This is an optimization exercise on Yosys and OpenROAD, whose aim is small area and a short achievable clock period, not a production implementation.

Design accelerator, start of the top module:
module accelerator #(
    parameter MAP_SIZE = 9'h00a,
    parameter k = 9'h003,
    parameter p = 9'h002,
    parameter s = 1,
    parameter ptype = 1,
    parameter act_type = 0,
    parameter N = 8,
    parameter Q = 4,
    parameter AW = 8,
    parameter DW = 8,
    parameter [N-1:0] p_sqr_inv = 8'b00000100
    )(
    input clk,
    input global_rst,
    input ce,
    input [N-1:0] activation,
    input [(k*k)*N-1:0] weight1,
    output [N-1:0] data_out,
    output valid_op,
    output end_op,
    output [N-1:0] conv_out,
    output conv_valid,
    output conv_end
    );
Size: roughly 2400 cells after synthesis, roughly 25000 µm² of cells after synthesis.
Settings: LEC_CHECK=0, CAP_MARGIN=20, CORE_MARGIN=2, CORE_UTILIZATION=65, PLACE_DENSITY=0.75, SETUP_SLACK_MARGIN=3.0, SLEW_MARGIN=20; clock period 8.0 ns.
run.sh (not shown) runs the stock make flow with config.mk's settings and CLKGATE_MAP_FILE= SYNTH_SCRIPT=/design/flow/synth_recipe.tcl, a recipe that flattens the netlist after the stock synthesis.
The first run produced a clean layout.
Next try:
--- a/flow/design.v
+++ b/flow/design.v
@@ -104,13 +104,15 @@
     tap_prod tp (.one(e_one), .two(e_two), .neg(e_neg), .wv(wv[8]),
                  .s(activation[7] ^ ws[8]), .q(q8));
     reg [7:0] p8;
     always @(posedge clk) begin
         if (ce) p8 <= q8;
     end
-    wire [7:0] res = mac[7] + p8;
+    wire [7:0] res;
+    wire res_c7;             
+    add8 ra (.a(mac[7]), .b(p8), .s(res), .c7(res_c7));
     reg [7:0] prev;
     always @(posedge clk) begin
         if (ce) prev <= res;
     end
     reg [4:0] count;
     reg [5:0] out_cnt;
@@ -138,46 +140,46 @@
     assign conv_valid = valid;
     assign conv_end = cend;
     wire pce = valid & ~cend;
     reg [3:0] pos;
     reg [2:0] nb;
     reg g;
-    reg [1:0] sel;
+    reg sel_sr, sel_max;     
     reg rst_m, op_en, load_sr, end_r;
     always @(posedge clk) begin
         if (global_rst) begin
             pos <= 4'd15;
             nb <= 3'd0;
             g <= 1'b0;
-            sel <= 2'd0;
+            sel_sr <= 1'b0;
+            sel_max <= 1'b1;
             rst_m <= 1'b0;
             op_en <= 1'b0;
             load_sr <= 1'b0;
             end_r <= 1'b0;
         end else begin
             op_en <= pce & pos[3] & ~pos[0];
             if (pce) begin
                 pos <= pos + 4'd1;
                 if (g && nb != 3'd5) nb <= nb + 3'd1;
                 end_r <= (nb == 3'd4);
                 g <= (pos == 4'd14);
                 rst_m <= (pos == 4'd1) | (pos == 4'd3) | (pos == 4'd5) | (pos == 4'd15);
-                sel <= (pos == 4'd14) ? 2'b10 :
-                       ((pos == 4'd6) | (pos == 4'd8) | (pos == 4'd10) | (pos == 4'd12)) ? 2'b01 : 2'b00;
+                sel_sr <= (pos == 4'd6) | (pos == 4'd8) | (pos == 4'd10) | (pos == 4'd12);
+                sel_max <= ~((pos == 4'd6) | (pos == 4'd8) | (pos == 4'd10) | (pos == 4'd12) | (pos == 4'd14));
                 load_sr <= pos[0];
             end
         end
     end
     reg [6:0] maxr;
     reg [6:0] psr [0:3];
-    wire [6:0] mux_out = (sel == 2'b01) ? psr[3] : ((sel == 2'b00) ? maxr : 7'd0);
-    wire [7:0] u = mac[7][6:0] + p8[6:0];
+    wire [6:0] mux_out = ({7{sel_sr}} & psr[3]) | ({7{sel_max}} & maxr);
     wire [6:0] cx = mac[7][6:0] ^ p8[6:0] ^ ~mux_out;
     wire [6:0] cy = (mac[7][6:0] & p8[6:0]) | (mac[7][6:0] & ~mux_out) | (p8[6:0] & ~mux_out);
     wire [8:0] v = {2'b0, cx} + {1'b0, cy, 1'b0};
-    wire gt_res = ~conv_out[7] & (u[7] ? v[8] : (v[8] | v[7]));
+    wire gt_res = ~conv_out[7] & (res_c7 ? v[8] : (v[8] | v[7]));
     wire gt_prev = ~prev[7] & (prev[6:0] > mux_out);
     wire take = toggle ? gt_res : gt_prev;
     wire [6:0] comp = pce ? (take ? conv_out[6:0] : mux_out) : 7'd0;
     always @(posedge clk) begin
         if (global_rst) maxr <= 7'd0;
         else if (pce) maxr <= rst_m ? 7'd0 : comp;
@@ -245,14 +247,19 @@
     wire p_t36 = p_t13 ^ p_t14 ^ ((one[3] & p3[3]) | (two[3] & p3[2]));
     wire p_t37 = (p_t13 & p_t14) | (p_t13 & ((one[3] & p3[3]) | (two[3] & p3[2]))) | (p_t14 & ((one[3] & p3[3]) | (two[3] & p3[2])));
     wire p_t38 = p_t15 ^ p_t16 ^ ((one[3] & p3[4]) | (two[3] & p3[3]));
     wire p_t39 = (p_t15 & p_t16) | (p_t15 & ((one[3] & p3[4]) | (two[3] & p3[3]))) | (p_t16 & ((one[3] & p3[4]) | (two[3] & p3[3])));
     wire [10:0] a = {p_t37, p_t35, p_t33, p_t31, p_t29, p_t27, p_t25, p_t23, p_t21, p_t19, p_t18};
     wire [10:0] b = {p_t38, p_t36, p_t34, p_t32, p_t30, p_t28, p_t26, p_t24, p_t22, p_t20, s};
-    wire [10:0] t = a + b;
-    assign r = c + {s, t[10:4]};
+    wire [4:0] lo = a[3:0] + b[3:0];
+    wire cin = lo[4];
+    wire [7:0] hs = a[10:4] + b[10:4] + cin;       
+    wire [6:0] x = c[6:0] ^ a[10:4] ^ b[10:4];
+    wire [6:0] y = (c[6:0] & a[10:4]) | (c[6:0] & b[10:4]) | (a[10:4] & b[10:4]);
+    wire [7:0] w = {1'b0, x} + {y, 1'b0} + cin;
+    assign r = {c[7] ^ s ^ w[7] ^ hs[7], w[6:0]};
 endmodule
 module tap_prod (
     input  [3:0] one,
     input  [3:0] two,
     input  [3:0] neg,
     input  [7:0] wv,
@@ -303,6 +310,22 @@
     wire p_t39 = (p_t15 & p_t16) | (p_t15 & ((one[3] & p3[4]) | (two[3] & p3[3]))) | (p_t16 & ((one[3] & p3[4]) | (two[3] & p3[3])));
     wire [10:0] a = {p_t37, p_t35, p_t33, p_t31, p_t29, p_t27, p_t25, p_t23, p_t21, p_t19, p_t18};
     wire [10:0] b = {p_t38, p_t36, p_t34, p_t32, p_t30, p_t28, p_t26, p_t24, p_t22, p_t20, s};
     wire [10:0] t = a + b;
     assign q = {s, t[10:4]};
 endmodule
+module add8 (
+    input  [7:0] a,
+    input  [7:0] b,
+    output [7:0] s,
+    output c7
+);
+    wire [7:0] g0 = a & b;
+    wire [7:0] p0 = a ^ b;
+    wire [7:0] g1 = g0 | (p0 & {g0[6:0], 1'b0});
+    wire [7:0] p1 = p0 & {p0[6:0], 1'b1};
+    wire [7:0] g2 = g1 | (p1 & {g1[5:0], 2'b0});
+    wire [7:0] p2 = p1 & {p1[5:0], 2'b11};
+    wire [7:0] g3 = g2 | (p2 & {g2[3:0], 4'b0});
+    assign s = p0 ^ {g3[6:0], 1'b0};
+    assign c7 = g3[6];
+endmodule
Outcome:
- The new run completed with no timing, DRC or antenna violations
- design area increases by about 2.2%
- synthesized area increases by 4.3%
- synthesized cell count increases by about 4%
- clock skew increases by 0.0097 ns
- die area increases by about 4%
- final cell count increases by about 3%
- routed wire length increases by 0.98%
- sequential share of layout area decreases by 0.69 points
- fmax decreases by 1.1%
- setup slack degrades by 0.056 ns
- utilization decreases by 2.2 points
- worst hold slack degrades by 0.058 ns
No run of this note included a check of the RTL's function; only the layout flow was run.

## re-timing with driven ports
The results above use ideal ports. As a check the final layouts listed here were re-extracted and re-timed, cells and wires unchanged. Step 1 assumes that a clkbuf_16 drives the clock port and a buf_2 every other input. Step 2 also shifts input and output timing later by t, the mid clock arrival at the registers, as if the neighbouring blocks saw the same clock. Three values: ideal, step 1, step 2; two values: the first two.
| run | t (ns) | setup slack, ns | worst data-port slew with drivers (ns) |
|---|---|---|---|
| the first run | 0.601 | 3.143 / 3.085 / 2.629 | 0.05 |
| the second run | 0.605 | 3.087 / 3.086 / 2.516 | 0.05 |
After both steps every run listed still meets setup and hold. The setup slack of the second run, which loses most, moves by -0.001 ns with the drivers and by -0.571 ns with both steps.
